From an optimization exercise on the open Yosys and OpenROAD flow, aimed at small area, a short achievable clock period and few clock cycles; shortcuts taken in it are not production practice.
No activity file was given, so power comes from the tool's default toggle rates.

==> flow/design.v <==
`default_nettype	none
module	div(i_clk, i_rst, i_wr, i_signed, i_numerator, i_denominator,
		o_busy, o_valid, o_err, o_quotient, o_flags);
	parameter		BW=32, LGBW = 5;
	input	wire		i_clk, i_rst;
	input	wire		i_wr, i_signed;
	input	wire [(BW-1):0]	i_numerator, i_denominator;
	output	wire		o_busy;
	output	reg		o_valid, o_err;
	output	wire [(BW-1):0]	o_quotient;
	output	wire	[3:0]	o_flags;
	reg			r_norm, r_iter, r_sign, r_nneg, r_dneg, r_c, r_zero;
	reg	[(BW-1):0]	r_dividend, r_divisor, r_quotient;
	reg	[(LGBW-1):0]	r_cnt, r_nlz;
	function [LGBW-1:0] clz;
		input	[BW-1:0]	v;
		integer			i;
		begin
			clz = BW-1;
			for(i=1; i<BW; i=i+1)
				if (v[i])
					clz = BW-1-i;
		end
	endfunction
	wire			n_neg, d_neg;
	wire	[(BW-1):0]	n_ones, d_ones;
	assign	n_neg = (i_signed)&&(i_numerator[BW-1]);
	assign	d_neg = (i_signed)&&(i_denominator[BW-1]);
	assign	n_ones = i_numerator ^ {(BW){n_neg}};
	assign	d_ones = i_denominator ^ {(BW){d_neg}};
	wire	[LGBW:0]	shift;
	wire			n_small;
	assign	shift = { 1'b0, r_cnt } - { 1'b0, r_nlz }
				+ { {(LGBW){1'b0}}, r_nneg };
	assign	n_small = shift[LGBW];
	wire	[(BW+1):0]	sum;
	wire	[(BW-1):0]	diff;
	wire			ge;
	assign	sum = { 1'b0, r_dividend, 1'b1 } + { 1'b0, ~r_divisor, !r_dneg };
	assign	diff = sum[BW:1];
	assign	ge = sum[BW+1];
	wire	zero_divisor, quick, early, last;
	assign	zero_divisor = (r_divisor == 0)&&(!r_dneg);
	assign	quick = (n_small)||(zero_divisor);
	assign	early = (quick)||(!ge);
	assign	last  = (r_cnt == 0);
	assign	o_busy = ((r_norm)&&(!quick))||((r_iter)&&(!last));
	wire	[(BW-1):0]	sh0, sh1, sh2, sh3, shifted;
	assign	sh0 = (shift[0]) ? { r_divisor[(BW-2):0], r_dneg } : r_divisor;
	assign	sh1 = (shift[1]) ? { sh0[(BW-3):0], {( 2){r_dneg}} } : sh0;
	assign	sh2 = (shift[2]) ? { sh1[(BW-5):0], {( 4){r_dneg}} } : sh1;
	assign	sh3 = (shift[3]) ? { sh2[(BW-9):0], {( 8){r_dneg}} } : sh2;
	assign	shifted = (shift[4]) ? { sh3[(BW-17):0], {(16){r_dneg}} } : sh3;
	always @(posedge i_clk)
	if (i_rst)
	begin
		r_norm  <= 1'b0;
		r_iter  <= 1'b0;
		o_valid <= 1'b0;
	end else begin
		r_norm  <= i_wr;
		r_iter  <= ((r_norm)&&(!early))||((r_iter)&&(!last));
		o_valid <= ((r_norm)&&(early))||((r_iter)&&(last));
	end
	always @(posedge i_clk)
		o_err <= (r_norm)&&(zero_divisor);
	always @(posedge i_clk)
	if (i_wr)
	begin
		r_sign <= (n_neg)^(d_neg);
		r_nneg <= n_neg;
		r_dneg <= d_neg;
		r_nlz  <= clz(n_ones);
	end
	reg	[(BW-1):0]	n_below;
	integer		k;
	always @(*)
	begin
		n_below[0] = 1'b0;
		for(k=1; k<BW; k=k+1)
			n_below[k] = n_below[k-1] | i_numerator[k-1];
	end
	always @(posedge i_clk)
	if (i_wr)
		r_dividend <= i_numerator ^ ({(BW){n_neg}} & n_below);
	else if ((ge)&&((r_iter)||((r_norm)&&(r_sign))))
		r_dividend <= diff;
	always @(posedge i_clk)
	if (i_wr)
		r_divisor <= d_ones;
	else if (r_norm)
		r_divisor <= shifted;
	else
		r_divisor <= r_divisor >> 1;
	always @(posedge i_clk)
	if (i_wr)
		r_cnt <= clz(d_ones);
	else if (r_norm)
		r_cnt <= shift[(LGBW-1):0];
	else
		r_cnt <= r_cnt - 1'b1;
	always @(posedge i_clk)
	if (r_norm)
		r_zero <= early;
	always @(posedge i_clk)
	if (r_norm)
		r_quotient <= {(BW){r_sign}};
	else
		r_quotient <= { r_quotient[(BW-2):0], (ge ^ r_sign) };
	assign	o_quotient = r_quotient & {(BW){!r_zero}};
	always @(posedge i_clk)
		r_c <= (!r_sign)&&((r_dividend == 0)||(diff == 0));
	assign o_flags = { 1'b0, o_quotient[BW-1], r_c, r_zero };
endmodule
==> flow/config.mk <==
export PLATFORM = sky130hd
export DESIGN_NAME = div
export DESIGN_NICKNAME = div
export VERILOG_FILES = /design/flow/design.v
export SDC_FILE = /design/flow/constraint.sdc
export NUM_CORES = 4
export LEC_CHECK = 0
export CAP_MARGIN = 20
export CORE_MARGIN = 2
export CORE_UTILIZATION = 40
export SETUP_SLACK_MARGIN = 1.0
export SLEW_MARGIN = 20
==> flow/constraint.sdc <==
create_clock -name core_clock -period 5.0 [get_ports {i_clk}]
set_input_delay 1.0000 -clock core_clock [delete_from_list [all_inputs] [get_ports {i_clk}]]
set_output_delay 1.0000 -clock core_clock [all_outputs]
set_load 0.01 [all_outputs]
run.sh (not shown) runs the stock make flow with config.mk's settings and CLKGATE_MAP_FILE= SYNTH_SCRIPT=/design/flow/synth_recipe.tcl, a recipe that flattens the netlist after the stock synthesis.
Edit:
--- a/flow/design.v
+++ b/flow/design.v
@@ -37,13 +37,14 @@
 	wire	[(BW-1):0]	diff;
 	wire			ge;
 	assign	sum = { 1'b0, r_dividend, 1'b1 } + { 1'b0, ~r_divisor, !r_dneg };
 	assign	diff = sum[BW:1];
 	assign	ge = sum[BW+1];
 	wire	zero_divisor, quick, early, last;
-	assign	zero_divisor = (r_divisor == 0)&&(!r_dneg);
+	assign	zero_divisor = (r_cnt == {(LGBW){1'b1}})&&(!r_divisor[0])
+				&&(!r_dneg);
 	assign	quick = (n_small)||(zero_divisor);
 	assign	early = (quick)||(!ge);
 	assign	last  = (r_cnt == 0);
 	assign	o_busy = ((r_norm)&&(!quick))||((r_iter)&&(!last));
 	wire	[(BW-1):0]	sh0, sh1, sh2, sh3, shifted;
 	assign	sh0 = (shift[0]) ? { r_divisor[(BW-2):0], r_dneg } : r_divisor;
@@ -101,14 +102,18 @@
 		r_cnt <= r_cnt - 1'b1;
 	always @(posedge i_clk)
 	if (r_norm)
 		r_zero <= early;
 	always @(posedge i_clk)
 	if (r_norm)
-		r_quotient <= {(BW){r_sign}};
+		r_quotient <= {(BW){(r_sign)&&(!early)}};
 	else
 		r_quotient <= { r_quotient[(BW-2):0], (ge ^ r_sign) };
-	assign	o_quotient = r_quotient & {(BW){!r_zero}};
+	assign	o_quotient = r_quotient;
 	always @(posedge i_clk)
-		r_c <= (!r_sign)&&((r_dividend == 0)||(diff == 0));
+	if (r_norm)
+		r_c <= (!r_sign)&&(r_nlz == {(LGBW){1'b1}})
+				&&(!r_dividend[0])&&(!r_nneg);
+	else if (r_iter)
+		r_c <= (r_c)||((!r_sign)&&(diff == 0));
 	assign o_flags = { 1'b0, o_quotient[BW-1], r_c, r_zero };
 endmodule
Synthesized cell count is lower by a few percent; routed wire length shrinks by a few percent; total power increases slightly; register-to-register slack gains 30 ps; combinational power increases by a few percent; setup slack improved by 53 ps; first-iteration DRC count went down by roughly a tenth; area after synthesis fell slightly; design area drops by a few percent; clock-buffer cell count is higher by 1; clock power is about the same; worst hold slack is worse by 13 ps; die area is lower slightly.
No functional check of the RTL was part of any run of this note.

## re-timing with driven ports
The flow's constraints put no driver on any port. The routed layouts listed below were extracted and timed again, unchanged, in two steps. Step 1 sets driving cells, clkbuf_16 on the clock port and buf_2 on the other inputs (assumed; they add their load-dependent delay and slew). Step 2 moves the port delays by t, midway between the first and last clock arrival at a register: inputs arrive t later, outputs are due t later. That takes back most of the time a late clock gives input paths. Three values: ideal, step 1, step 2; two values: the first two.
run	t (ns)	setup slack, ns	latest minus earliest clock arrival (ns)	pins driven straight from the clock port
the first run	0.475	1.148 / 1.099 / 0.726	0.013 / 0.012	1
the second run	0.468	1.201 / 1.158 / 0.909	0.013 / 0.013	1
After both steps setup and hold are still met in every run listed. For the first run, which loses most, drivers alone change the setup slack by -0.049 ns; drivers and shift together by -0.422 ns.
